Source: an optimization exercise on an open RTL-to-GDS flow (aim: small area). Production flows keep margins and buffers that such runs may drop.
Where RTL was checked, it was by simulation tests only, not by an equivalence proof against the original.
No functional check of the RTL was part of runs 1 and 2.

$ cat flow/synth.tcl
# The standard synthesis script (synth_recipe.tcl) with two changes made by
# overriding commands: extract_fa does nothing, and abc maps with Yosys's
# default ABC script (no ORFS speed script, no delay target or drive constraints).
proc synth {args} { yosys synth -nofsm -noshare {*}$args }
proc extract_fa {args} { puts "own flow: extract_fa skipped" }
proc abc {args} {
  foreach k {-script -constr -D} {
    set i [lsearch -exact $args $k]
    if {$i >= 0} { set args [lreplace $args $i [expr {$i + 1}]] }
  }
  puts "own flow: abc $args"
  yosys abc {*}$args
}
source $::env(SCRIPTS_DIR)/synth.tcl
# left out here: clear keep_hierarchy, flatten, clean up, hide names made inside functions, write 1_2_yosys.v
$ cat flow/run.sh
#!/bin/bash
# Own flow: the standard layout, with a synthesis that skips Yosys's full/half
# adder extraction (extract_fa) and maps with ABC's default area-recovering
# script.  Registers, their names and cell types are those of the standard
# synthesis (same RTL passes, same flop mapping); only the combinational
# mapping differs.
set -euo pipefail
W=$PWD
sed "s#SYNTH_SCRIPT=[^ ]*#SYNTH_SCRIPT=$W/flow/synth.tcl#" standard.sh > own_synth.sh
bash own_synth.sh synth > synth_make.log 2>&1
bash standard.sh > layout_make.log 2>&1
$ cat design.v
module Snake (CLK_100MHz,Tick,Reset,Go,dir,gameOver,randX,randY,VBlank,HBlank,
              CurrentX,CurrentY,RED,GREEN,BLUE);
    input CLK_100MHz, Tick, Reset, VBlank, HBlank, Go;
    input [10:0] randX, randY, CurrentX, CurrentY;
    input [1:0] dir;
    output reg gameOver;
    output [3:0] RED, GREEN, BLUE;
    reg        r_q, g_q, b_q;
    assign RED   = {4{r_q}};
    assign GREEN = {4{g_q}};
    assign BLUE  = {4{b_q}};
    reg  [8:0]   hx, hy;            
    reg  [8:0]   ancx [1:2];        
    reg  [8:0]   ancy [1:2];
    reg  [127:1] sa, sb;            
    reg  [6:0]   nvalid;            
    reg  [4:0]   sz;                
    reg  [10:0]  appleX, appleY;
    reg          pause, zflag;
    reg  [1:0]   ldir;
    wire [10:0] cx = CurrentX, cy = CurrentY;
    wire border = (cx <= 20) || (cx >= 780) || (cy <= 20) || (cy >= 580);
    wire apple  = (cx > appleX) && ({1'b0,cx} < {1'b0,appleX} + 12'd20) &&
                  (cy > appleY) && ({1'b0,cy} < {1'b0,appleY} + 12'd20);
    wire box00  = (cx != 0) && (cx < 20) && (cy != 0) && (cy < 20);
    wire [8:0] cqx = cx[10:2], cqy = cy[10:2];
    wire lox = (cx[1:0] == 2'b00), loy = (cy[1:0] == 2'b00);
    wire [4:0] rokx, roky;
    genvar r;
    generate
        for (r = 0; r < 5; r = r + 1) begin : rk
            assign rokx[r] = (r >= 1 || !lox) && (cqx >= r);
            assign roky[r] = (r >= 1 || !loy) && (cqy >= r);
        end
    endgenerate
    wire [8:0] zsx, zcx_, zsy, zcy_;
    Snake_csa5 mx(.c(cqx), .s(zsx), .k(zcx_));
    Snake_csa5 my(.c(cqy), .s(zsy), .k(zcy_));
    wire [2:0] okx, oky;
    wire [6:0] ex [0:2];
    wire [6:0] ey [0:2];
    genvar m, i;
    generate
        for (m = 0; m < 3; m = m + 1) begin : big
            wire [8:0] axm, aym;
            if (m == 0) begin : h
                assign axm = hx;
                assign aym = hy;
            end else begin : a
                assign axm = ancx[m];
                assign aym = ancy[m];
            end
            Snake_axis ax_(.zs(zsx), .zk(zcx_), .za(axm), .rok(rokx), .ok(okx[m]), .e(ex[m]));
            Snake_axis ay_(.zs(zsy), .zk(zcy_), .za(aym), .rok(roky), .ok(oky[m]), .e(ey[m]));
        end
    endgenerate
    wire [6:0] size = {sz, 2'b11};
    wire [6:0] lim = (size < nvalid) ? size : nvalid;
    wire [4:0] ea [0:7];            
    wire [4:0] eb [0:7];
    wire [5:0] offa [0:7];          
    wire [5:0] offb [0:7];
    wire [7:0] sub_any;             
    wire head;
    generate
        for (m = 0; m < 8; m = m + 1) begin : sub
            localparam BIG = m / 3;
            if (m % 3 == 0) begin : o0
                assign offa[m] = 6'd0;
                assign offb[m] = 6'd0;
            end else begin : o1
                assign offa[m] = offa[m-1] + {ea[m-1][4], ea[m-1]};
                assign offb[m] = offb[m-1] + {eb[m-1][4], eb[m-1]};
            end
            wire [8:0] sA = {2'b00, ex[BIG]} + {2'b00, ey[BIG]} + {offa[m][5], offa[m][5], offa[m], 1'b0};
            wire [8:0] sB = {2'b00, ey[BIG]} - {2'b00, ex[BIG]} + 9'd1 - {offb[m][5], offb[m][5], offb[m], 1'b0};
            wire rin = ($signed(sA) >= 78) && ($signed(sA) <= 109) &&
                       ($signed(sB) >= -14) && ($signed(sB) <= 17);
            wire ok = okx[BIG] && oky[BIG] && rin;
            wire pi = sA[0];
            wire [3:0] ta = ~sA[4:1];
            wire [3:0] tb = sB[4:1];
            wire [4:0] ca [0:16];
            wire [4:0] cb [0:16];
            assign ca[0] = 5'd0;
            assign cb[0] = 5'd0;
            wire [15:0] mt;             
            assign mt[0] = (ta == 4'd0) && (tb == 4'd0) && ((m == 0) ? 1'b1 : (16*m <= lim));
            for (i = 1; i <= 16; i = i + 1) begin : ent
                if (16*m + i <= 127) begin : e
                    assign ca[i] = ca[i-1] + {4'd0, sa[16*m+i]} - ((i % 2 == 0) ? 5'd1 : 5'd0);
                    assign cb[i] = cb[i-1] + {4'd0, sb[16*m+i]} - ((i % 2 == 0) ? 5'd1 : 5'd0);
                    if (i < 16) begin : h
                        assign mt[i] = (ca[i][3:0] == ta) && (cb[i][3:0] == tb) && (16*m + i <= lim);
                    end
                end else begin : z
                    assign ca[i] = 5'd0;
                    assign cb[i] = 5'd0;
                end
            end
            assign ea[m] = ca[16];
            assign eb[m] = cb[16];
            wire even_any = (m == 0) ? (|{mt[14], mt[12], mt[10], mt[8], mt[6], mt[4], mt[2]})
                                     : (|{mt[14], mt[12], mt[10], mt[8], mt[6], mt[4], mt[2], mt[0]});
            wire odd_any  = |{mt[15], mt[13], mt[11], mt[9], mt[7], mt[5], mt[3], mt[1]};
            assign sub_any[m] = ok && (pi ? odd_any : even_any);
            if (m == 0) begin : hd
                assign head = ok && !pi && mt[0];
            end
        end
    endgenerate
    wire snake = (|sub_any) | ((size > nvalid) && box00);
    wire restart = Reset || gameOver;
    wire eat = apple && head;
    wire zload = Reset || (Tick && zflag);
    wire [8:0] nhx = hx + ((ldir == 2'd1) ? 9'd1 : (ldir == 2'd3) ? 9'd511 : 9'd0);
    wire [8:0] nhy = hy + ((ldir == 2'd2) ? 9'd1 : (ldir == 2'd0) ? 9'd511 : 9'd0);
    wire na = (ldir == 2'd1) || (ldir == 2'd2);
    wire nb = (ldir == 2'd1) || (ldir == 2'd0);
    always @(posedge CLK_100MHz) begin
        ldir <= dir;
        if (restart) begin
            pause <= 1'b1;
            zflag <= 1'b1;
        end else begin
            if (Go) pause <= 1'b0;
            if (!pause) zflag <= 1'b0;
        end
        if (eat) begin
            appleX <= randX;
            appleY <= randY;
            if (sz != 5'd31) sz <= sz + 5'd1;
        end else if (restart) begin
            appleX <= 11'd400;
            appleY <= 11'd300;
            sz <= 5'd0;
        end
        gameOver <= !Reset && head && (border || snake);
        if (zload) begin
            hx <= 9'd5;       
            hy <= 9'd25;      
            nvalid <= 7'd0;
        end else if (Tick) begin
            hx <= nhx;
            hy <= nhy;
            if (nvalid != 7'd127) nvalid <= nvalid + 7'd1;
        end
        if (Tick) begin
            sa <= {sa[126:1], na};
            sb <= {sb[126:1], nb};
        end
        if (VBlank || HBlank) begin
            r_q <= 1'b0; g_q <= 1'b0; b_q <= 1'b0;
        end else begin
            r_q <= apple && !snake;
            g_q <= (head || snake) && !border;
            b_q <= border;
        end
    end
    generate
        for (m = 1; m < 3; m = m + 1) begin : anc
            wire a_ = sa[48*m], b_ = sb[48*m];
            wire xs = (a_ == b_);
            wire [8:0] ux = ancx[m] + (xs ? (a_ ? 9'd1 : 9'd511) : 9'd0);
            wire [8:0] uy = ancy[m] + (!xs ? (a_ ? 9'd1 : 9'd511) : 9'd0);
            wire v = (nvalid >= 48*m);
            always @(posedge CLK_100MHz)
                if (Tick) begin
                    ancx[m] <= v ? ux : 9'd5;
                    ancy[m] <= v ? uy : 9'd25;
                end
        end
    endgenerate
endmodule
module Snake_csa5(c, s, k);
    input  [8:0] c;
    output [8:0] s, k;
    wire [8:0] p0 = c, p1 = {c[6:0], 2'b0}, p2 = {c[5:0], 3'b0},
               p3 = {c[2:0], 6'b0}, p4 = {c[1:0], 7'b0};
    wire [8:0] s1 = p0 ^ p1 ^ p2;
    wire [8:0] k1 = {((p0 & p1) | (p0 & p2) | (p1 & p2)), 1'b0};
    wire [8:0] s2 = s1 ^ p3 ^ p4;
    wire [8:0] k2 = {((s1 & p3) | (s1 & p4) | (p3 & p4)), 1'b0};
    assign s = s2 ^ k1 ^ k2;
    assign k = {((s2 & k1) | (s2 & k2) | (k1 & k2)), 1'b0};
endmodule
module Snake_axis(zs, zk, za, rok, ok, e);
    input  [8:0] zs, zk, za;
    input  [4:0] rok;
    output ok;
    output [6:0] e;
    wire [8:0] d = zs + zk - za;
    wire [8:0] e0 = d + 9'd47;
    wire [8:0] e1 = d + 9'd354;
    wire [8:0] e2 = d + 9'd149;
    wire [8:0] e3 = d + 9'd456;
    wire [8:0] e4 = d + 9'd251;
    wire s0 = rok[0] && (e0 <= 9'd94);
    wire s1 = rok[1] && (e1 <= 9'd94);
    wire s2 = rok[2] && (e2 <= 9'd94);
    wire s3 = rok[3] && (e3 <= 9'd94);
    wire s4 = rok[4] && (e4 <= 9'd94);
    assign ok = s0 | s1 | s2 | s3 | s4;
    assign e = ({7{s0}} & e0[6:0]) | ({7{s1}} & e1[6:0]) | ({7{s2}} & e2[6:0]) |
               ({7{s3}} & e3[6:0]) | ({7{s4}} & e4[6:0]);
endmodule
$ cat standard.sh
#!/bin/bash
# synth_recipe.tcl (not shown) runs the flow's synth.tcl, then flattens the netlist and writes it again
# the make line also repeats each setting of config.mk as NAME=value (left out here)
make -C /OpenROAD-flow-scripts/flow DESIGN_CONFIG=/design/flow/config.mk WORK_HOME=/design/flow/orfs CLKGATE_MAP_FILE= SYNTH_SCRIPT=/design/flow/synth_recipe.tcl "${@:-finish}"
$ cat config.mk
export PLATFORM = sky130hd
export DESIGN_NAME = Snake
export DESIGN_NICKNAME = Snake
export VERILOG_FILES = /design/flow/design.v
export SDC_FILE = /design/flow/constraint.sdc
export NUM_CORES = 8
export LEC_CHECK = 0
export CAP_MARGIN = 20
export CORE_MARGIN = 2
export CORE_UTILIZATION = 40
export SLEW_MARGIN = 20
$ cat constraint.sdc
create_clock -name core_clock -period 10.0 [get_ports {CLK_100MHz}]
set_input_delay 2.0000 -clock core_clock [delete_from_list [all_inputs] [get_ports {CLK_100MHz}]]
set_output_delay 2.0000 -clock core_clock [all_outputs]
set_load 0.01 [all_outputs]
==> report_table.html, run 1 <==
<table>
<tr><th>Metric</th><th>Value</th></tr>
<tr><th colspan="2">Yosys</th></tr>
<tr><td>Seq cells post-synth</td><td>350</td></tr>
<tr><td>Area share of and/or/nand/nor cells after synthesis</td><td>19.3%</td></tr>
<tr><td>Number of warning messages in the yosys log</td><td>5</td></tr>
<tr><td>Mux cell area share after synthesis</td><td>0.680%</td></tr>
<tr><td>Area share of xor/xnor cells in the synthesized design</td><td>37.1%</td></tr>
<tr><td>Post-synth top area share</td><td>21.2%</td></tr>
<tr><td>Post-Syn Area per Cell</td><td>8.42 sq um</td></tr>
<tr><td>Number of enable flip-flop cells after synthesis</td><td>317</td></tr>
<tr><td>Combinational family with the most area after synthesis</td><td>XOR/XNOR gates</td></tr>
<tr><td>Post-synthesis cell type count</td><td>72</td></tr>
<tr><td>Post-synthesis net count</td><td>5387</td></tr>
<tr><td>Sequential element share of the synthesized area</td><td>22.7%</td></tr>
<tr><td>Post-synthesis share of cell area spent on full adders, half adders and majority gates</td><td>2.58%</td></tr>
<tr><td>FFs w/ async S/R, synth</td><td>0%</td></tr>
<tr><td>Cell area after technology mapping</td><td>0.0449 sq mm</td></tr>
<tr><td>Synthesized-area fraction occupied by ao, oa, aoi and oai cells</td><td>16.6%</td></tr>
<tr><td>Post-synthesis cell type with the largest combined area</td><td>sky130_fd_sc_hd__edfxtp_1</td></tr>
<tr><td>Prevailing post-synth register cell</td><td>sky130_fd_sc_hd__edfxtp_1</td></tr>
<tr><td>Gate Count Post-Synth</td><td>5335</td></tr>
<tr><td>Main area contributors after synthesis</td><td>sky130_fd_sc_hd__edfxtp_1, sky130_fd_sc_hd__xnor2_1, sky130_fd_sc_hd__xor2_1</td></tr>
<tr><th colspan="2">Floorplan</th></tr>
<tr><td>Placeable core region</td><td>0.111 sq mm</td></tr>
<tr><td>Io pins</td><td>65</td></tr>
<tr><td>Initial Util</td><td>40.5%</td></tr>
<tr><td>Total Die Area</td><td>0.115 sq mm</td></tr>
<tr><td>Width of the chip</td><td>339 microns</td></tr>
<tr><td>Std-Cell Rows</td><td>122</td></tr>
<tr><td>Vert. Die Dim</td><td>339 microns</td></tr>
<tr><th colspan="2">STA</th></tr>
<tr><td>Final critical path time including I/O delays and setup</td><td>9.79 ns</td></tr>
<tr><td>Max Transition Viols Final</td><td>0</td></tr>
<tr><td>Transition time of the tightest slew-check pin</td><td>1.14 ns</td></tr>
<tr><td>Setup TNS Final</td><td>0 ns</td></tr>
<tr><td>Fmax</td><td>102 MHz</td></tr>
<tr><td>Worst slew margin relative to its limit</td><td>23.9%</td></tr>
<tr><td>Final setup vio count</td><td>0</td></tr>
<tr><td>Clk_skew</td><td>0.0277 ns</td></tr>
<tr><td>Final Hold Fails</td><td>0</td></tr>
<tr><td>Final period utilization</td><td>97.9%</td></tr>
<tr><th colspan="2">Final layout</th></tr>
<tr><td>Most frequent cells in the layout</td><td>sky130_fd_sc_hd__xnor2_1, sky130_fd_sc_hd__buf_4, sky130_fd_sc_hd__nor2_1</td></tr>
<tr><td>Fill count</td><td>10600</td></tr>
<tr><td>Non-filler instance count after layout</td><td>7925</td></tr>
<tr><td>Total Nets Final</td><td>6449</td></tr>
<tr><td>Most frequent standard cell in the layout excluding fill and tap cells</td><td>sky130_fd_sc_hd__xnor2_1</td></tr>
<tr><td>Fraction of final layout cells sized beyond drive strength 1</td><td>19.5%</td></tr>
<tr><td>Area added between synthesis and finish</td><td>28.7%</td></tr>
<tr><th colspan="2">Drt</th></tr>
<tr><td>Routed length per placed instance</td><td>19.0 microns</td></tr>
<tr><td>Remaining DRCs</td><td>0</td></tr>
<tr><td>Remaining number of nets flagged by the antenna check after routing</td><td>0</td></tr>
<tr><td>Via/cell ratio</td><td>5.48</td></tr>
<tr><td>Number of DRC markers after the initial detailed-route iteration</td><td>3198</td></tr>
<tr><td>DR vias</td><td>43400</td></tr>
<tr><td>Routed Wire Length</td><td>151000 microns</td></tr>
<tr><td>Number of iterations in the first detailed-routing pass</td><td>5</td></tr>
<tr><th colspan="2">Hold path</th></tr>
<tr><td>Launch point of the worst hold path</td><td>pause</td></tr>
<tr><td>Path category of the worst min-delay check</td><td>register to register</td></tr>
<tr><th colspan="2">Critical path</th></tr>
<tr><td>Data required time of the worst path</td><td>10.53 ns</td></tr>
<tr><td>Largest delay contributor family on the critical path</td><td>simple AND/OR/NAND/NOR gates</td></tr>
<tr><td>Crit path kind</td><td>primary input to register</td></tr>
<tr><td>CP max stage cell</td><td>sky130_fd_sc_hd__or4_4</td></tr>
<tr><td>Origin of the worst setup path</td><td>CurrentX[5]</td></tr>
<tr><td>Most prevalent standard cell on the critical path</td><td>sky130_fd_sc_hd__buf_4</td></tr>
<tr><td>Critical path startpoint category</td><td>primary input</td></tr>
<tr><td>Largest stage delay, worst path</td><td>0.53 ns</td></tr>
<tr><td>Critical path fanouts, max</td><td>7</td></tr>
<tr><td>Buffers plus inverters on the worst setup path</td><td>10</td></tr>
<tr><td>Worst path arrival time</td><td>10.32 ns</td></tr>
<tr><td>Endpoint kind of the worst setup timing path</td><td>register</td></tr>
<tr><td>Startpoint of the lowest-slack register-to-register path</td><td>sb[65]</td></tr>
<tr><th colspan="2">Placement</th></tr>
<tr><td>Buffers on Ports</td><td>64</td></tr>
<tr><td>Final GP Congestion</td><td>0.971</td></tr>
<tr><td>Post-DP HPWL</td><td>120000 microns</td></tr>
<tr><td>Cells after DPL</td><td>7803</td></tr>
<tr><th colspan="2">Global routing</th></tr>
<tr><td>Total global routing overflow</td><td>0</td></tr>
<tr><td>Initial antenna violation count</td><td>5</td></tr>
<tr><td>Global-route total usage across every layer</td><td>25.2%</td></tr>
<tr><td>Maximum number of pins on one net before global-route repair</td><td>130</td></tr>
<tr><td>Vias in the first global route</td><td>41300</td></tr>
<tr><td>Wire length of the first global-routing pass</td><td>232000 microns</td></tr>
<tr><th colspan="2">Clock network</th></tr>
<tr><td>Clock tree root driver cell</td><td>sky130_fd_sc_hd__clkbuf_16</td></tr>
<tr><td>CTS hold repair buffers</td><td>0</td></tr>
<tr><td>TritonCTS Buffers</td><td>49</td></tr>
<tr><td>Clock transition at the registers of the reported paths</td><td>0.06 ns</td></tr>
<tr><td>Clock insertion delay at the later pin of the skew report</td><td>0.67 ns</td></tr>
<tr><td>CTS H-tree depth</td><td>2</td></tr>
<tr><td>Max clock buf depth</td><td>3</td></tr>
<tr><td>CTS Sinks</td><td>350</td></tr>
<tr><td>Clock tree from TritonCTS</td><td>done</td></tr>
<tr><th colspan="2">Job</th></tr>
<tr><td>Total of max-cap violations</td><td>0</td></tr>
<tr><th colspan="2">Run status</th></tr>
<tr><td>Result of the run</td><td>timing/DRC/antenna clean</td></tr>
</table>
[flip-flops by register name (all words and copies together) (netlist names)]
signal	flops
gameOver	1
b_q	1
ancx	18
g_q	1
ldir	2
sa	127
ancy	18
pause	1
hx	9
zflag	1
appleY	11
sz	5
sb	127
nvalid	7
hy	9
r_q	1
appleX	11
[per-layer routing]
metal	track usage, %	wire length, microns	up-vias
met5	0	39	-
met4	6.75	4080	6
met3	3.25	7510	226
met2	42.0	69700	1049
met1	34.3	69500	20800
li1	-	-	21400
[through the flow]
| stage | area [sq um] | utilization, % | hold slack (ns) | setup WS [ns] |
|---|---|---|---|---|
| after floorplan | 45200 | - | 0.425 | 0.0215 |
| after global placement | 54900 | 49.5 | 0.435 | -1.54 |
| after detailed placement | 54900 | 49.5 | 0.447 | -1.62 |
| after CTS | 56900 | 51.3 | 0.458 | 0.00220 |
| after global routing | 57800 | 52.1 | 0.486 | -0.0582 |
| final | 57800 | 52.1 | 0.456 | 0.210 |
[cell type report]
cell class | count | area (sq um) | share of cell area, %
Clock buffer | 61 | 1320 | 2.29
Multi-Input combinational cell | 4883 | 35600 | 61.7
Sequential cell | 350 | 10200 | 17.6
Timing Repair Buffer | 1022 | 8120 | 14.0
Tap cell | 1488 | 1860 | 3.22
Inverter | 91 | 343 | 0.593
Clock inverter | 29 | 335 | 0.580
Antenna cell | 1 | 2.50 | 0.00433
[worst register-to-register path: cells and delay by family (launching register included)]
kind                       cells  cell delay (ns)
buffers and inverters          5             0.77
DFF                            1             0.49
and+or+nand+nor                6             1.37
xor gates and xnor gates      15             5.52
adders and majority gates      1             0.40
AOI/OAI and AO/OA              4             0.49
[kinds of logic (layout without fill, tap and decap cells)]
kind of cell,count (synthesis),count (layout)
adders and majority gates,116,116
buffers and inverters,103,1203
and+or+nand+nor,1893,1893
xor gates and xnor gates,1686,1687
DFF,350,350
muxes,29,29
other,0,1
AOI/OAI and AO/OA,1158,1158
[synth_stat cells, drive strengths merged (10+ instances only)]
cell type,count
a2111oi,56
clkinv,91
maj3,116
o21ai,266
xnor3,122
o22ai,45
a22oi,13
nor3,114
or3,31
or2,54
o221ai,27
buf,12
or4,18
xor3,16
a211o,11
and3,29
a211oi,46
o21a,21
nor2,640
a31oi,53
nor4,66
dfxtp,33
nand2,545
nand2b,67
nand4,61
mux2i,17
o211ai,24
nor2b,43
edfxtp,317
o21bai,18
a21o,41
o2111ai,45
nand3,116
a21boi,18
and2,73
a221oi,22
nand4b,10
xnor2,989
o41ai,12
xor2,559
nor3b,11
a21oi,330
mux2,12
o31ai,17
[final timing paths]
check	endpoint	slack [ns]	cells after the start
worst max-delay path	gameOver	0.21	37
worst min-delay path	zflag	0.46	2
worst max register to register	gameOver	0.85	31
worst min register to register	zflag	0.46	2
[what timing repair did]
| item | 4_1_cts | 5_1_grt |
|---|---|---|
| buffers inserted | 11 | 19 |
| gates resized for setup | 70 | 165 |
| pin swaps | 20 | 53 |
| cloned | 0 | 1 |
| setup endpoints to repair | 3 | 3 |
==> inputs of run 2 (changes only) <==
--- a/config.mk
+++ b/config.mk
@@ -9,3 +9,5 @@
 export CORE_MARGIN = 2
 export CORE_UTILIZATION = 40
+export GPL_TIMING_DRIVEN = 0
+export SETUP_SLACK_MARGIN = 0.3
 export SLEW_MARGIN = 20
==> report_table.html, run 2 <==
<table>
<tr><th>Metric</th><th>Value</th></tr>
<tr><th colspan="2">Yosys</th></tr>
<tr><td>FFs w/ async S/R, synth</td><td>0%</td></tr>
<tr><td>Prevailing post-synth register cell</td><td>sky130_fd_sc_hd__edfxtp_1</td></tr>
<tr><td>Post-synthesis net count</td><td>5387</td></tr>
<tr><td>Seq cells post-synth</td><td>350</td></tr>
<tr><td>Post-synth top area share</td><td>21.2%</td></tr>
<tr><td>Post-synthesis cell type with the largest combined area</td><td>sky130_fd_sc_hd__edfxtp_1</td></tr>
<tr><td>Post-Syn Area per Cell</td><td>8.42 sq um</td></tr>
<tr><td>Number of enable flip-flop cells after synthesis</td><td>317</td></tr>
<tr><td>Cell types with the highest counts after synthesis</td><td>sky130_fd_sc_hd__xnor2_1, sky130_fd_sc_hd__nor2_1, sky130_fd_sc_hd__xor2_1, sky130_fd_sc_hd__nand2_1, sky130_fd_sc_hd__a21oi_1</td></tr>
<tr><td>Main area contributors after synthesis</td><td>sky130_fd_sc_hd__edfxtp_1, sky130_fd_sc_hd__xnor2_1, sky130_fd_sc_hd__xor2_1</td></tr>
<tr><td>Cell area after technology mapping</td><td>0.0449 sq mm</td></tr>
<tr><td>Gate Count Post-Synth</td><td>5335</td></tr>
<tr><td>Most numerous cell in the Yosys netlist</td><td>sky130_fd_sc_hd__xnor2_1</td></tr>
<tr><td>Post-synthesis cell type count</td><td>72</td></tr>
<tr><td>Number of warning messages in the yosys log</td><td>5</td></tr>
<tr><td>Sequential element share of the synthesized area</td><td>22.7%</td></tr>
<tr><th colspan="2">STA</th></tr>
<tr><td>Crit path setup slack, layout</td><td>0.447 ns</td></tr>
<tr><td>Setup TNS Final</td><td>0 ns</td></tr>
<tr><td>Final critical path time including I/O delays and setup</td><td>9.55 ns</td></tr>
<tr><td>Clk_skew</td><td>0.0187 ns</td></tr>
<tr><td>Transition time of the tightest slew-check pin</td><td>1.26 ns</td></tr>
<tr><td>Final Hold Fails</td><td>0</td></tr>
<tr><td>Final period utilization</td><td>95.5%</td></tr>
<tr><td>Max Transition Viols Final</td><td>0</td></tr>
<tr><td>Worst slew margin relative to its limit</td><td>15.8%</td></tr>
<tr><td>Fmax</td><td>105 MHz</td></tr>
<tr><td>Setup repair after global routing missed its margin</td><td>no</td></tr>
<tr><td>Smallest hold slack</td><td>0.451 ns</td></tr>
<tr><td>Final setup vio count</td><td>0</td></tr>
<tr><th colspan="2">Final layout</th></tr>
<tr><td>Most frequent cells in the layout</td><td>sky130_fd_sc_hd__xnor2_1, sky130_fd_sc_hd__nor2_1, sky130_fd_sc_hd__nand2_1</td></tr>
<tr><td>Most frequent standard cell in the layout excluding fill and tap cells</td><td>sky130_fd_sc_hd__xnor2_1</td></tr>
<tr><td>Total Nets Final</td><td>5735</td></tr>
<tr><td>Area added between synthesis and finish</td><td>21.2%</td></tr>
<tr><td>Fill count</td><td>10600</td></tr>
<tr><td>Finished Cell Area</td><td>0.0544 sq mm</td></tr>
<tr><td>Fraction of final layout cells sized beyond drive strength 1</td><td>12.6%</td></tr>
<tr><td>Registers with the most flip-flops</td><td>sa (127), sb (127)</td></tr>
<tr><td>Antenna fix cells</td><td>0</td></tr>
<tr><th colspan="2">Critical path</th></tr>
<tr><td>Largest stage delay, worst path</td><td>0.53 ns</td></tr>
<tr><td>Origin of the worst setup path</td><td>CurrentY[7]</td></tr>
<tr><td>Buffers plus inverters on the worst setup path</td><td>4</td></tr>
<tr><td>Critical path startpoint category</td><td>primary input</td></tr>
<tr><td>Endpoint kind of the worst setup timing path</td><td>register</td></tr>
<tr><td>Largest delay contributor family on the critical path</td><td>simple AND/OR/NAND/NOR gates</td></tr>
<tr><td>CP max stage cell</td><td>sky130_fd_sc_hd__xor3_2</td></tr>
<tr><td>Critical path fanouts, max</td><td>12</td></tr>
<tr><td>Startpoint of the lowest-slack register-to-register path</td><td>sb[49]</td></tr>
<tr><td>Data required time of the worst path</td><td>10.57 ns</td></tr>
<tr><td>Crit path kind</td><td>primary input to register</td></tr>
<tr><td>Worst path arrival time</td><td>10.13 ns</td></tr>
<tr><th colspan="2">Global routing</th></tr>
<tr><td>Total global routing overflow</td><td>0</td></tr>
<tr><td>Initial antenna violation count</td><td>4</td></tr>
<tr><td>Maximum number of pins on one net before global-route repair</td><td>86</td></tr>
<tr><td>Global-route total usage across every layer</td><td>24.0%</td></tr>
<tr><td>Vias in the first global route</td><td>39000</td></tr>
<tr><td>Wire length of the first global-routing pass</td><td>222000 microns</td></tr>
<tr><th colspan="2">Floorplan</th></tr>
<tr><td>Vert. Die Dim</td><td>339 microns</td></tr>
<tr><td>Placeable core region</td><td>0.111 sq mm</td></tr>
<tr><td>Std-Cell Rows</td><td>122</td></tr>
<tr><td>Total Die Area</td><td>0.115 sq mm</td></tr>
<tr><td>Width of the chip</td><td>339 microns</td></tr>
<tr><td>Io pins</td><td>65</td></tr>
<tr><td>Initial Util</td><td>40.5%</td></tr>
<tr><th colspan="2">Placement</th></tr>
<tr><td>Final GP Congestion</td><td>0.936</td></tr>
<tr><td>Total cell area at the placement stage</td><td>0.0487 sq mm</td></tr>
<tr><td>Minimum setup slack after placement</td><td>-3.68 ns</td></tr>
<tr><td>Buffers on Ports</td><td>64</td></tr>
<tr><td>Post-DP HPWL</td><td>106000 microns</td></tr>
<tr><th colspan="2">Drt</th></tr>
<tr><td>DR vias</td><td>41300</td></tr>
<tr><td>Number of DRC markers after the initial detailed-route iteration</td><td>3598</td></tr>
<tr><td>Routed length per placed instance</td><td>20.1 microns</td></tr>
<tr><td>Via/cell ratio</td><td>5.72</td></tr>
<tr><td>Number of iterations in the first detailed-routing pass</td><td>6</td></tr>
<tr><td>Routed Wire Length</td><td>145000 microns</td></tr>
<tr><td>Remaining DRCs</td><td>0</td></tr>
<tr><td>Remaining number of nets flagged by the antenna check after routing</td><td>0</td></tr>
<tr><th colspan="2">Clock network</th></tr>
<tr><td>Clock tree root driver cell</td><td>sky130_fd_sc_hd__clkbuf_16</td></tr>
<tr><td>Clock insertion delay at the later pin of the skew report</td><td>0.64 ns</td></tr>
<tr><td>CTS H-tree depth</td><td>2</td></tr>
<tr><td>TritonCTS Buffers</td><td>49</td></tr>
<tr><td>CTS hold repair buffers</td><td>0</td></tr>
<tr><td>Clock tree from TritonCTS</td><td>done</td></tr>
<tr><td>Max clock buf depth</td><td>3</td></tr>
<tr><td>Clock transition at the registers of the reported paths</td><td>0.05 ns</td></tr>
<tr><td>CTS Sinks</td><td>350</td></tr>
<tr><th colspan="2">Job</th></tr>
<tr><td>Total of max-cap violations</td><td>0</td></tr>
<tr><th colspan="2">Hold path</th></tr>
<tr><td>Path category of the worst min-delay check</td><td>register to register</td></tr>
<tr><td>Launch point of the worst hold path</td><td>pause</td></tr>
<tr><th colspan="2">Run status</th></tr>
<tr><td>Result of the run</td><td>timing/DRC/antenna clean</td></tr>
</table>
run 2: changes by cell type in the layout (fill, tap and decap cells not counted), sizes merged, moves of 2 or more:
cell,delta
dlygate4sd2,-2
bufinv,+4
xnor2,+4
dlymetal6s2s,-4
xnor3,+2
inv,-6
xor2,+4
clkinvlp,+2
clkdlybuf4s50,-8
buf,-713
run 2: path summary, 6_finish.rpt:
| kind | endpoint | slack [ns] | cells after the start |
|---|---|---|---|
| setup / recovery | r_q | 0.45 | 31 |
| hold / removal | zflag | 0.45 | 2 |
| setup reg to reg | gameOver | 0.77 | 27 |
| hold reg to reg | zflag | 0.45 | 2 |
run 2: logic make-up after synthesis:
kind of cell    synth area share (%)
simple gates                    19.3
xor+xnor                        37.1
compound gates                  16.6
flops                           22.7
fa+ha+maj                       2.58
buf+inv                        0.961
mux                            0.680
run 2: layout make-up:
class                   instances  area (sq um)  share of cell area (%)
well taps                    1488          1860                    3.42
clock inverters                30           417                   0.765
plain buffers                  12          90.1                   0.165
multi-input cells            4894         37500                    68.9
clock buffers                  59          1280                    2.36
flip-flops and latches        350         10200                    18.7
repair buffers                285          2750                    5.05
inverters                      91           348                   0.639
run 2: worst register-to-register path: stages, from the launching register on:
cell	delay (ns)
sky130_fd_sc_hd__edfxtp_1	0.55
sky130_fd_sc_hd__xnor3_1	0.56
sky130_fd_sc_hd__xnor3_1	0.38
sky130_fd_sc_hd__xnor3_1	0.33
sky130_fd_sc_hd__nor2_1	0.24
sky130_fd_sc_hd__xnor3_1	0.43
sky130_fd_sc_hd__xnor2_1	0.37
sky130_fd_sc_hd__xor2_1	0.33
sky130_fd_sc_hd__xnor2_1	0.25
sky130_fd_sc_hd__xor2_1	0.34
sky130_fd_sc_hd__xnor2_1	0.26
sky130_fd_sc_hd__xor2_1	0.31
sky130_fd_sc_hd__xnor2_1	0.26
sky130_fd_sc_hd__xor2_1	0.57
sky130_fd_sc_hd__xor2_1	0.17
sky130_fd_sc_hd__xnor2_1	0.27
sky130_fd_sc_hd__maj3_2	0.37
sky130_fd_sc_hd__maj3_2	0.35
sky130_fd_sc_hd__maj3_2	0.36
sky130_fd_sc_hd__maj3_1	0.40
sky130_fd_sc_hd__xnor3_1	0.23
sky130_fd_sc_hd__a2111o_1	0.40
sky130_fd_sc_hd__mux2i_1	0.22
sky130_fd_sc_hd__nand4_1	0.32
sky130_fd_sc_hd__a211oi_4	0.41
sky130_fd_sc_hd__nor4_4	0.10
sky130_fd_sc_hd__buf_12	0.15
sky130_fd_sc_hd__a211oi_1	0.22
run 2: timing repair:
item | 4_1_cts | 5_1_grt
setup buffers | 92 | 96
gates cloned | 7 | 7
gates resized for setup | 330 | 194
setup endpoints to repair | 57 | 45
pin swaps | 77 | 85
run 2: per-layer routing:
metal | global-route usage [%] | up-vias | wire, microns
met5 | 0 | - | 34
met4 | 6.51 | 4 | 3850
met3 | 2.90 | 217 | 9600
met2 | 39.8 | 1335 | 67100
met1 | 32.8 | 19800 | 64300
li1 | - | 19900 | -
run 2: stage by stage:
stage / std cells / utilization, %
after floorplan: 5335 / -
after global placement: 6887 / 43.1
after detailed placement: 6918 / 43.9
after CTS: 7106 / 47.5
after global routing: 7209 / 49.1
final: 7209 / 49.1
==> inputs of run 3 (changes only) <==
--- a/design.v
+++ b/design.v
@@ -73,32 +73,34 @@
                 assign offb[m] = offb[m-1] + {eb[m-1][4], eb[m-1]};
             end
-            wire [8:0] sA = {2'b00, ex[BIG]} + {2'b00, ey[BIG]} + {offa[m][5], offa[m][5], offa[m], 1'b0};
-            wire [8:0] sB = {2'b00, ey[BIG]} - {2'b00, ex[BIG]} + 9'd1 - {offb[m][5], offb[m][5], offb[m], 1'b0};
-            wire rin = ($signed(sA) >= 78) && ($signed(sA) <= 109) &&
-                       ($signed(sB) >= -14) && ($signed(sB) <= 17);
+            wire [8:0] sA = {2'b00, ex[BIG]} + {2'b00, ey[BIG]} + {offa[m][5], offa[m][5], offa[m], 1'b0} - 9'd78;
+            wire [8:0] sB = {2'b00, ey[BIG]} - {2'b00, ex[BIG]} + 9'd15 - {offb[m][5], offb[m][5], offb[m], 1'b0};
+            wire rin = (sA[8:5] == 4'd0) && (sB[8:5] == 4'd0);
             wire ok = okx[BIG] && oky[BIG] && rin;
             wire pi = sA[0];
-            wire [3:0] ta = ~sA[4:1];
+            wire [3:0] ta = sA[4:1];
             wire [3:0] tb = sB[4:1];
-            wire [4:0] ca [0:16];
-            wire [4:0] cb [0:16];
-            assign ca[0] = 5'd0;
-            assign cb[0] = 5'd0;
+            wire [3:0] ca [0:15];
+            wire [3:0] cb [0:15];
+            assign ca[0] = 4'd8;
+            assign cb[0] = 4'd7;
             wire [15:0] mt;             
-            assign mt[0] = (ta == 4'd0) && (tb == 4'd0) && ((m == 0) ? 1'b1 : (16*m <= lim));
-            for (i = 1; i <= 16; i = i + 1) begin : ent
+            assign mt[0] = (ta == 4'd8) && (tb == 4'd7) && ((m == 0) ? 1'b1 : (16*m <= lim));
+            for (i = 1; i <= 15; i = i + 1) begin : ent
                 if (16*m + i <= 127) begin : e
-                    assign ca[i] = ca[i-1] + {4'd0, sa[16*m+i]} - ((i % 2 == 0) ? 5'd1 : 5'd0);
-                    assign cb[i] = cb[i-1] + {4'd0, sb[16*m+i]} - ((i % 2 == 0) ? 5'd1 : 5'd0);
-                    if (i < 16) begin : h
-                        assign mt[i] = (ca[i][3:0] == ta) && (cb[i][3:0] == tb) && (16*m + i <= lim);
-                    end
+                    assign ca[i] = ca[i-1] - {3'd0, sa[16*m+i]} + ((i % 2 == 0) ? 4'd1 : 4'd0);
+                    assign cb[i] = cb[i-1] + {3'd0, sb[16*m+i]} - ((i % 2 == 0) ? 4'd1 : 4'd0);
+                    assign mt[i] = (ca[i] == ta) && (cb[i] == tb) && (16*m + i <= lim);
                 end else begin : z
-                    assign ca[i] = 5'd0;
-                    assign cb[i] = 5'd0;
+                    assign ca[i] = 4'd0;
+                    assign cb[i] = 4'd0;
                 end
             end
-            assign ea[m] = ca[16];
-            assign eb[m] = cb[16];
+            if (16*m + 16 <= 127) begin : nx
+                assign ea[m] = 5'd7 - {1'b0, ca[15]} + {4'd0, sa[16*m+16]};
+                assign eb[m] = {1'b0, cb[15]} - 5'd8 + {4'd0, sb[16*m+16]};
+            end else begin : nn
+                assign ea[m] = 5'd0;
+                assign eb[m] = 5'd0;
+            end
             wire even_any = (m == 0) ? (|{mt[14], mt[12], mt[10], mt[8], mt[6], mt[4], mt[2]})
                                      : (|{mt[14], mt[12], mt[10], mt[8], mt[6], mt[4], mt[2], mt[0]});
@@ -196,9 +198,9 @@
     wire [8:0] e3 = d + 9'd456;
     wire [8:0] e4 = d + 9'd251;
-    wire s0 = rok[0] && (e0 <= 9'd94);
-    wire s1 = rok[1] && (e1 <= 9'd94);
-    wire s2 = rok[2] && (e2 <= 9'd94);
-    wire s3 = rok[3] && (e3 <= 9'd94);
-    wire s4 = rok[4] && (e4 <= 9'd94);
+    wire s0 = rok[0] && (e0 < 9'd96);
+    wire s1 = rok[1] && (e1 < 9'd96);
+    wire s2 = rok[2] && (e2 < 9'd96);
+    wire s3 = rok[3] && (e3 < 9'd96);
+    wire s4 = rok[4] && (e4 < 9'd96);
     assign ok = s0 | s1 | s2 | s3 | s4;
     assign e = ({7{s0}} & e0[6:0]) | ({7{s1}} & e1[6:0]) | ({7{s2}} & e2[6:0]) |
--- a/config.mk
+++ b/config.mk
@@ -9,4 +9,6 @@
 export CORE_MARGIN = 2
 export CORE_UTILIZATION = 40
+export CTS_BUF_LIST = sky130_fd_sc_hd__clkbuf_4 sky130_fd_sc_hd__clkbuf_8
+export CTS_CLUSTER_SIZE = 20
 export GPL_TIMING_DRIVEN = 0
 export SETUP_SLACK_MARGIN = 0.3
==> report_table.html, run 3 <==
<table>
<tr><th>Metric</th><th>Value</th></tr>
<tr><th colspan="2">Critical path</th></tr>
<tr><td>Data required time of the worst path</td><td>10.65 ns</td></tr>
<tr><td>Critical path fanouts, max</td><td>12</td></tr>
<tr><td>CP max stage cell</td><td>sky130_fd_sc_hd__or4_4</td></tr>
<tr><td>Largest stage delay, worst path</td><td>0.63 ns</td></tr>
<tr><td>Crit path kind</td><td>primary input to register</td></tr>
<tr><td>Origin of the worst setup path</td><td>CurrentX[5]</td></tr>
<tr><td>Startpoint of the lowest-slack register-to-register path</td><td>sa[49]</td></tr>
<tr><td>Critical path startpoint category</td><td>primary input</td></tr>
<tr><td>Worst path arrival time</td><td>10.24 ns</td></tr>
<tr><td>Endpoint kind of the worst setup timing path</td><td>register</td></tr>
<tr><th colspan="2">Placement</th></tr>
<tr><td>Cells after DPL</td><td>6845</td></tr>
<tr><td>Post-DP HPWL</td><td>108000 microns</td></tr>
<tr><td>Minimum setup slack after placement</td><td>-3.61 ns</td></tr>
<tr><td>Final GP Congestion</td><td>0.939</td></tr>
<tr><td>Buffers on Ports</td><td>64</td></tr>
<tr><th colspan="2">Drt</th></tr>
<tr><td>Routed length per placed instance</td><td>20.4 microns</td></tr>
<tr><td>Number of DRC markers after the initial detailed-route iteration</td><td>3649</td></tr>
<tr><td>Remaining DRCs</td><td>0</td></tr>
<tr><td>Number of iterations in the first detailed-routing pass</td><td>7</td></tr>
<tr><td>Remaining number of nets flagged by the antenna check after routing</td><td>0</td></tr>
<tr><td>Routed Wire Length</td><td>146000 microns</td></tr>
<tr><td>Via/cell ratio</td><td>5.78</td></tr>
<tr><td>DR vias</td><td>41400</td></tr>
<tr><th colspan="2">Yosys</th></tr>
<tr><td>Seq cells post-synth</td><td>350</td></tr>
<tr><td>Number of enable flip-flop cells after synthesis</td><td>317</td></tr>
<tr><td>Most numerous cell in the Yosys netlist</td><td>sky130_fd_sc_hd__xnor2_1</td></tr>
<tr><td>Post-synth top area share</td><td>21.3%</td></tr>
<tr><td>Post-synthesis net count</td><td>5313</td></tr>
<tr><td>Post-synthesis cell type count</td><td>73</td></tr>
<tr><td>Prevailing post-synth register cell</td><td>sky130_fd_sc_hd__edfxtp_1</td></tr>
<tr><td>Cell area after technology mapping</td><td>0.0447 sq mm</td></tr>
<tr><td>Post-synthesis cell type with the largest combined area</td><td>sky130_fd_sc_hd__edfxtp_1</td></tr>
<tr><td>Gate Count Post-Synth</td><td>5261</td></tr>
<tr><td>Cell types with the highest counts after synthesis</td><td>sky130_fd_sc_hd__xnor2_1, sky130_fd_sc_hd__nand2_1, sky130_fd_sc_hd__nor2_1, sky130_fd_sc_hd__xor2_1, sky130_fd_sc_hd__edfxtp_1</td></tr>
<tr><td>FFs w/ async S/R, synth</td><td>0%</td></tr>
<tr><td>Number of warning messages in the yosys log</td><td>5</td></tr>
<tr><td>Post-Syn Area per Cell</td><td>8.50 sq um</td></tr>
<tr><td>Sequential element share of the synthesized area</td><td>22.8%</td></tr>
<tr><td>Main area contributors after synthesis</td><td>sky130_fd_sc_hd__edfxtp_1, sky130_fd_sc_hd__xnor2_1, sky130_fd_sc_hd__xor2_1</td></tr>
<tr><th colspan="2">Clock network</th></tr>
<tr><td>TritonCTS Buffers</td><td>74</td></tr>
<tr><td>Clock transition at the registers of the reported paths</td><td>0.05 ns</td></tr>
<tr><td>Max clock buf depth</td><td>3</td></tr>
<tr><td>CTS Sinks</td><td>350</td></tr>
<tr><td>CTS H-tree depth</td><td>3</td></tr>
<tr><td>Clock tree root driver cell</td><td>sky130_fd_sc_hd__clkbuf_8</td></tr>
<tr><td>Clock tree from TritonCTS</td><td>done</td></tr>
<tr><td>Clock insertion delay at the later pin of the skew report</td><td>0.79 ns</td></tr>
<tr><th colspan="2">Floorplan</th></tr>
<tr><td>Width of the chip</td><td>338 microns</td></tr>
<tr><td>Io pins</td><td>65</td></tr>
<tr><td>Vert. Die Dim</td><td>338 microns</td></tr>
<tr><td>Std-Cell Rows</td><td>122</td></tr>
<tr><td>Total Die Area</td><td>0.114 sq mm</td></tr>
<tr><td>Initial Util</td><td>40.4%</td></tr>
<tr><td>Placeable core region</td><td>0.111 sq mm</td></tr>
<tr><th colspan="2">Final layout</th></tr>
<tr><td>Total Nets Final</td><td>5665</td></tr>
<tr><td>Non-filler instance count after layout</td><td>7162</td></tr>
<tr><td>Most frequent cells in the layout</td><td>sky130_fd_sc_hd__xnor2_1, sky130_fd_sc_hd__nand2_1, sky130_fd_sc_hd__nor2_1</td></tr>
<tr><td>Area added between synthesis and finish</td><td>19.9%</td></tr>
<tr><td>Registers with the most flip-flops</td><td>sa (127), sb (127)</td></tr>
<tr><td>Fraction of final layout cells sized beyond drive strength 1</td><td>12.6%</td></tr>
<tr><td>Most frequent standard cell in the layout excluding fill and tap cells</td><td>sky130_fd_sc_hd__xnor2_1</td></tr>
<tr><th colspan="2">Hold path</th></tr>
<tr><td>Path category of the worst min-delay check</td><td>register to register</td></tr>
<tr><td>Launch point of the worst hold path</td><td>pause</td></tr>
<tr><th colspan="2">Global routing</th></tr>
<tr><td>Maximum number of pins on one net before global-route repair</td><td>101</td></tr>
<tr><td>Initial antenna violation count</td><td>3</td></tr>
<tr><td>Total global routing overflow</td><td>0</td></tr>
<tr><td>Global-route total usage across every layer</td><td>24.4%</td></tr>
<tr><td>Vias in the first global route</td><td>38600</td></tr>
<tr><td>Wire length of the first global-routing pass</td><td>223000 microns</td></tr>
<tr><th colspan="2">STA</th></tr>
<tr><td>Final critical path time including I/O delays and setup</td><td>9.58 ns</td></tr>
<tr><td>Max Transition Viols Final</td><td>0</td></tr>
<tr><td>Crit path setup slack, layout</td><td>0.416 ns</td></tr>
<tr><td>Final Hold Fails</td><td>0</td></tr>
<tr><td>Fmax</td><td>104 MHz</td></tr>
<tr><td>Setup repair after global routing missed its margin</td><td>no</td></tr>
<tr><td>Worst slew margin relative to its limit</td><td>17.4%</td></tr>
<tr><td>Final period utilization</td><td>95.8%</td></tr>
<tr><td>Final setup vio count</td><td>0</td></tr>
<tr><td>Transition time of the tightest slew-check pin</td><td>1.23 ns</td></tr>
<tr><td>Clk_skew</td><td>0.0391 ns</td></tr>
<tr><th colspan="2">Run status</th></tr>
<tr><td>Result of the run</td><td>timing/DRC/antenna clean</td></tr>
<tr><th colspan="2">Job</th></tr>
<tr><td>Total of max-cap violations</td><td>0</td></tr>
</table>
[run 3: changes by cell type after synthesis, moves of 18 or more]
cell,before,now
sky130_fd_sc_hd__nor2_1,640,531
sky130_fd_sc_hd__nand2_1,545,608
sky130_fd_sc_hd__nand2b_1,67,91
sky130_fd_sc_hd__xnor2_1,989,863
sky130_fd_sc_hd__and3_1,29,57
sky130_fd_sc_hd__o211ai_1,24,49
sky130_fd_sc_hd__or2_0,54,72
sky130_fd_sc_hd__maj3_1,116,98
sky130_fd_sc_hd__xor2_1,559,490
sky130_fd_sc_hd__xor3_1,16,38
sky130_fd_sc_hd__o21ai_0,266,296
[run 3: path summary, 6_finish.rpt]
check / end / slack, ns / depth (start not counted)
max: gameOver / 0.42 / 29
min: zflag / 0.44 / 2
max reg2reg: gameOver / 0.88 / 27
min reg2reg: zflag / 0.44 / 2
[run 3: routing by layer]
metal / up-vias / part of all wire, % / GRT usage, %
met5: - / 0 / 0
met4: 0 / 3.2 / 7.84
met2: 1345 / 46 / 39.5
met3: 266 / 6.3 / 3.55
li1: 19900 / - / -
met1: 19900 / 45 / 33.3
[run 3: through the flow]
| step | util [%] | hold WS (ns) | area [sq um] | setup TNS (ns) |
|---|---|---|---|---|
| global placement | 42.9 | 0.435 | 47600 | -1599.00 |
| CTS | 46.9 | 0.446 | 52000 | 0 |
| detailed placement | 43.7 | 0.438 | 48400 | -81.16 |
| global route | 48.4 | 0.474 | 53600 | 0 |
| floorplan | - | 0.427 | 45100 | 0 |
| finish | 48.4 | 0.441 | 53600 | 0 |
[run 3: timing repair]
action / in CTS / in global routing
hold buffers: 0 / 0
endpoints found under the setup margin: 55 / 30
pin swaps: 62 / 88
cloned: 5 / 3
resized for setup: 299 / 195
setup buffers: 76 / 96
[run 3: worst max-delay path: cells and delay by family]
family / cells / cell delay [ns]
simple gates: 11 / 3.29
compound gates: 9 / 1.90
xor+xnor: 4 / 1.74
fa+ha+maj: 2 / 0.75
buf+inv: 3 / 0.56
[run 3: cell type report]
cell class | count | area [sq um]
fillers | 10600 | 57200
multi-input cells | 4814 | 37100
flip-flops and latches | 350 | 10200
repair buffers | 269 | 2540
well taps | 1488 | 1860
clock buffers | 96 | 1210
inverters | 92 | 353
clock inverters | 39 | 330
plain buffers | 12 | 90.1
diodes | 2 | 5.00
[run 3: kinds of logic (layout without fill, tap and decap cells)]
family | count (synthesis) | count (layout) | share of synthesized area [%]
compound gates | 1239 | 1239 | 18.0
xor+xnor | 1525 | 1531 | 35.3
fa+ha+maj | 98 | 98 | 2.19
buf+inv | 104 | 508 | 0.974
flops | 350 | 350 | 22.8
mux | 33 | 33 | 0.758
other cells | 0 | 2 | 0
simple gates | 1912 | 1913 | 20.0
==> inputs of run 4 (changes only) <==
--- a/config.mk
+++ b/config.mk
@@ -9,6 +9,4 @@
 export CORE_MARGIN = 2
 export CORE_UTILIZATION = 40
-export CTS_BUF_LIST = sky130_fd_sc_hd__clkbuf_4 sky130_fd_sc_hd__clkbuf_8
-export CTS_CLUSTER_SIZE = 20
 export GPL_TIMING_DRIVEN = 0
 export SETUP_SLACK_MARGIN = 0.3
==> report_table.html, run 4 <==
<table>
<tr><th>Metric</th><th>Value</th></tr>
<tr><th colspan="2">Yosys</th></tr>
<tr><td>Post-synthesis net count</td><td>5313</td></tr>
<tr><td>Post-synthesis cell type with the largest combined area</td><td>sky130_fd_sc_hd__edfxtp_1</td></tr>
<tr><td>Seq cells post-synth</td><td>350</td></tr>
<tr><td>Cell area after technology mapping</td><td>0.0447 sq mm</td></tr>
<tr><td>Post-synth top area share</td><td>21.3%</td></tr>
<tr><td>Number of enable flip-flop cells after synthesis</td><td>317</td></tr>
<tr><td>Post-Syn Area per Cell</td><td>8.50 sq um</td></tr>
<tr><td>Number of warning messages in the yosys log</td><td>5</td></tr>
<tr><td>Most numerous cell in the Yosys netlist</td><td>sky130_fd_sc_hd__xnor2_1</td></tr>
<tr><td>Cell types with the highest counts after synthesis</td><td>sky130_fd_sc_hd__xnor2_1, sky130_fd_sc_hd__nand2_1, sky130_fd_sc_hd__nor2_1, sky130_fd_sc_hd__xor2_1, sky130_fd_sc_hd__edfxtp_1</td></tr>
<tr><td>Prevailing post-synth register cell</td><td>sky130_fd_sc_hd__edfxtp_1</td></tr>
<tr><td>Gate Count Post-Synth</td><td>5261</td></tr>
<tr><td>Post-synthesis cell type count</td><td>73</td></tr>
<tr><td>Main area contributors after synthesis</td><td>sky130_fd_sc_hd__edfxtp_1, sky130_fd_sc_hd__xnor2_1, sky130_fd_sc_hd__xor2_1</td></tr>
<tr><td>Sequential element share of the synthesized area</td><td>22.8%</td></tr>
<tr><td>FFs w/ async S/R, synth</td><td>0%</td></tr>
<tr><th colspan="2">Global routing</th></tr>
<tr><td>Initial antenna violation count</td><td>4</td></tr>
<tr><td>Most Used Layer, Global Route</td><td>met2</td></tr>
<tr><td>Global-route total usage across every layer</td><td>24.3%</td></tr>
<tr><td>Maximum number of pins on one net before global-route repair</td><td>101</td></tr>
<tr><td>Wire length of the first global-routing pass</td><td>224000 microns</td></tr>
<tr><td>Met3 usage</td><td>3.32%</td></tr>
<tr><td>Vias in the first global route</td><td>38500</td></tr>
<tr><td>Grt met2 use</td><td>39.6%</td></tr>
<tr><td>Total global routing overflow</td><td>0</td></tr>
<tr><td>Global-route met1 utilization</td><td>33.5%</td></tr>
<tr><th colspan="2">STA</th></tr>
<tr><td>Transition time of the tightest slew-check pin</td><td>1.21 ns</td></tr>
<tr><td>Worst slew margin relative to its limit</td><td>18.2%</td></tr>
<tr><td>Final period utilization</td><td>96.3%</td></tr>
<tr><td>Setup TNS Final</td><td>0 ns</td></tr>
<tr><td>Max Transition Viols Final</td><td>0</td></tr>
<tr><td>Final Hold Fails</td><td>0</td></tr>
<tr><td>Final critical path time including I/O delays and setup</td><td>9.63 ns</td></tr>
<tr><td>Clk_skew</td><td>0.0562 ns</td></tr>
<tr><td>Crit path setup slack, layout</td><td>0.373 ns</td></tr>
<tr><td>Fmax</td><td>104 MHz</td></tr>
<tr><td>Setup repair after global routing missed its margin</td><td>no</td></tr>
<tr><td>Final setup vio count</td><td>0</td></tr>
<tr><th colspan="2">Clock network</th></tr>
<tr><td>TritonCTS Buffers</td><td>48</td></tr>
<tr><td>Clock insertion delay at the later pin of the skew report</td><td>0.68 ns</td></tr>
<tr><td>CTS hold repair buffers</td><td>0</td></tr>
<tr><td>CTS Sinks</td><td>350</td></tr>
<tr><td>Max clock buf depth</td><td>3</td></tr>
<tr><td>CTS H-tree depth</td><td>2</td></tr>
<tr><td>Clock tree from TritonCTS</td><td>done</td></tr>
<tr><td>Clock tree root driver cell</td><td>sky130_fd_sc_hd__clkbuf_16</td></tr>
<tr><td>Clock transition at the registers of the reported paths</td><td>0.06 ns</td></tr>
<tr><th colspan="2">Floorplan</th></tr>
<tr><td>Placeable core region</td><td>0.111 sq mm</td></tr>
<tr><td>Total Die Area</td><td>0.114 sq mm</td></tr>
<tr><td>Std-Cell Rows</td><td>122</td></tr>
<tr><td>Initial Util</td><td>40.4%</td></tr>
<tr><td>Io pins</td><td>65</td></tr>
<tr><td>Vert. Die Dim</td><td>338 microns</td></tr>
<tr><td>Width of the chip</td><td>338 microns</td></tr>
<tr><th colspan="2">Drt</th></tr>
<tr><td>Remaining DRCs</td><td>0</td></tr>
<tr><td>Number of DRC markers after the initial detailed-route iteration</td><td>3597</td></tr>
<tr><td>DR vias</td><td>41600</td></tr>
<tr><td>Number of iterations in the first detailed-routing pass</td><td>6</td></tr>
<tr><td>Via/cell ratio</td><td>5.81</td></tr>
<tr><td>Routed length per placed instance</td><td>20.6 microns</td></tr>
<tr><td>Routed Wire Length</td><td>148000 microns</td></tr>
<tr><td>Remaining number of nets flagged by the antenna check after routing</td><td>0</td></tr>
<tr><th colspan="2">Hold path</th></tr>
<tr><td>Launch point of the worst hold path</td><td>pause</td></tr>
<tr><td>Path category of the worst min-delay check</td><td>register to register</td></tr>
<tr><th colspan="2">Final layout</th></tr>
<tr><td>Most frequent standard cell in the layout excluding fill and tap cells</td><td>sky130_fd_sc_hd__xnor2_1</td></tr>
<tr><td>Fraction of final layout cells sized beyond drive strength 1</td><td>13.0%</td></tr>
<tr><td>Total Nets Final</td><td>5687</td></tr>
<tr><td>Registers with the most flip-flops</td><td>sa (127), sb (127)</td></tr>
<tr><td>Multi-input gate area in the final layout</td><td>0.0373 sq mm</td></tr>
<tr><td>Most frequent cells in the layout</td><td>sky130_fd_sc_hd__xnor2_1, sky130_fd_sc_hd__nand2_1, sky130_fd_sc_hd__nor2_1</td></tr>
<tr><td>Fill count</td><td>10500</td></tr>
<tr><td>Sequential cell area</td><td>0.0102 sq mm</td></tr>
<tr><td>Area added between synthesis and finish</td><td>21.6%</td></tr>
<tr><th colspan="2">Placement</th></tr>
<tr><td>Minimum setup slack after placement</td><td>-3.61 ns</td></tr>
<tr><td>Post-DP HPWL</td><td>108000 microns</td></tr>
<tr><td>Final GP Congestion</td><td>0.939</td></tr>
<tr><td>Buffers on Ports</td><td>64</td></tr>
<tr><th colspan="2">Critical path</th></tr>
<tr><td>Endpoint kind of the worst setup timing path</td><td>register</td></tr>
<tr><td>Startpoint of the lowest-slack register-to-register path</td><td>sa[49]</td></tr>
<tr><td>Data required time of the worst path</td><td>10.58 ns</td></tr>
<tr><td>Critical path fanouts, max</td><td>12</td></tr>
<tr><td>Origin of the worst setup path</td><td>CurrentX[5]</td></tr>
<tr><td>Worst path arrival time</td><td>10.21 ns</td></tr>
<tr><td>Critical path startpoint category</td><td>primary input</td></tr>
<tr><td>Crit path kind</td><td>primary input to register</td></tr>
<tr><th colspan="2">Job</th></tr>
<tr><td>Total of max-cap violations</td><td>0</td></tr>
<tr><th colspan="2">Run status</th></tr>
<tr><td>Result of the run</td><td>timing/DRC/antenna clean</td></tr>
</table>
-- run 4: changes by cell type in the layout (fill, tap and decap cells not counted), moves of 5 or more --
cell,delta
sky130_fd_sc_hd__buf_4,+39
sky130_fd_sc_hd__clkbuf_8,-78
sky130_fd_sc_hd__clkbuf_4,-17
sky130_fd_sc_hd__a2111oi_0,-5
sky130_fd_sc_hd__clkbuf_16,+50
-- run 4: cells by family after synthesis --
| kind of cell | share of synthesized area, % |
|---|---|
| XOR/XNOR | 35.3 |
| adder cells (fa/ha/maj) | 2.19 |
| AND/OR/NAND/NOR | 20.0 |
| flip-flops | 22.8 |
| multiplexers | 0.758 |
| buffers and inverters | 0.974 |
| AO/OA/AOI/OAI | 18.0 |
-- run 4: layer usage --
| layer | vias to the layer above | share of wire (%) |
|---|---|---|
| met5 | - | 0.018 |
| met2 | 1327 | 46 |
| met1 | 20000 | 44 |
| met4 | 4 | 3.3 |
| met3 | 269 | 6.8 |
| li1 | 20000 | - |
-- run 4: timing repair --
action	4_1_cts	5_1_grt
hold endpoints to repair	0	0
cloned	6	6
pin swaps	74	101
gates resized for setup	333	204
endpoints found under the setup margin	57	30
setup buffers	85	131
-- run 4: worst paths after layout --
| path | endpoint | slack (ns) | depth (start not counted) |
|---|---|---|---|
| worst max-delay path | gameOver | 0.37 | 27 |
| worst min-delay path | zflag | 0.44 | 2 |
| worst max register to register | gameOver | 0.96 | 25 |
| worst min register to register | zflag | 0.44 | 2 |
-- run 4: layout make-up --
| cell class | count | area share, % |
|---|---|---|
| buffer | 12 | 0.166 |
| multi-input combinational | 4817 | 68.6 |
| tap | 1488 | 3.42 |
| clock inverter | 34 | 0.720 |
| inverter | 92 | 0.658 |
| antenna | 1 | 0.00460 |
| sequential | 350 | 18.7 |
| clock buffer | 54 | 2.31 |
| timing repair buffer | 314 | 5.45 |
-- run 4: through the flow --
step                      area, sq um  util [%]  hold slack [ns]  std cells
final                           54400      49.1            0.440       7162
after global routing            54400      49.1            0.469       7161
after CTS                       52300      47.2            0.446       7024
after detailed placement        48400      43.7            0.438       6845
after global placement          47600      42.9            0.435       6813
after floorplan                 45100         -            0.427       5261
-- run 4: critical path, cell delays in order --
cell and delay (ns):
sky130_fd_sc_hd__buf_6 0.13, sky130_fd_sc_hd__xnor3_2 0.56, sky130_fd_sc_hd__xnor2_4 0.26, sky130_fd_sc_hd__maj3_2 0.36
sky130_fd_sc_hd__maj3_2 0.35, sky130_fd_sc_hd__maj3_2 0.36, sky130_fd_sc_hd__maj3_2 0.36, sky130_fd_sc_hd__maj3_2 0.36
sky130_fd_sc_hd__xnor2_4 0.26, sky130_fd_sc_hd__a221o_1 0.27, sky130_fd_sc_hd__o21ai_1 0.11, sky130_fd_sc_hd__a211oi_1 0.52
sky130_fd_sc_hd__xnor2_2 0.21, sky130_fd_sc_hd__nand2_2 0.24, sky130_fd_sc_hd__xnor2_4 0.20, sky130_fd_sc_hd__buf_6 0.15
sky130_fd_sc_hd__maj3_1 0.38, sky130_fd_sc_hd__maj3_1 0.39, sky130_fd_sc_hd__maj3_2 0.35, sky130_fd_sc_hd__maj3_1 0.40
sky130_fd_sc_hd__maj3_1 0.39, sky130_fd_sc_hd__a21oi_2 0.14, sky130_fd_sc_hd__nand4b_1 0.37, sky130_fd_sc_hd__a211oi_4 0.49
sky130_fd_sc_hd__a2111oi_4 0.11, sky130_fd_sc_hd__clkbuf_16 0.19, sky130_fd_sc_hd__a211oi_4 0.23

static timing again, ports no longer ideal:
No port has a modelled driver above. Below, the same layouts with a new extraction and two added sets of constraints. Step 1, drivers: a clkbuf_16 drives CLK_100MHz and a buf_2 each remaining input, both assumed. Step 2 times the ports against the registers' clock, not the clock port: input delays grow and output delays shrink by t, the midpoint of the rising clock arrivals with the driver on. Slacks: ideal / step 1 / step 2; pairs: ideal / step 1.
run	t, ns	setup WS [ns]	worst setup path after step 2
run 1	0.730	0.210 / 0.257 / -0.472	input to register
run 2	0.708	0.447 / 0.358 / -0.350	input to register
run 3	0.833	0.416 / 0.350 / -0.483	input to register
run 4	0.729	0.373 / 0.304 / -0.425	input to register
With both steps, setup timing fails in every run listed, where it was met with ideal ports. For run 3, which loses most, drivers alone change the setup slack by -0.066 ns; drivers and shift together by -0.899 ns.
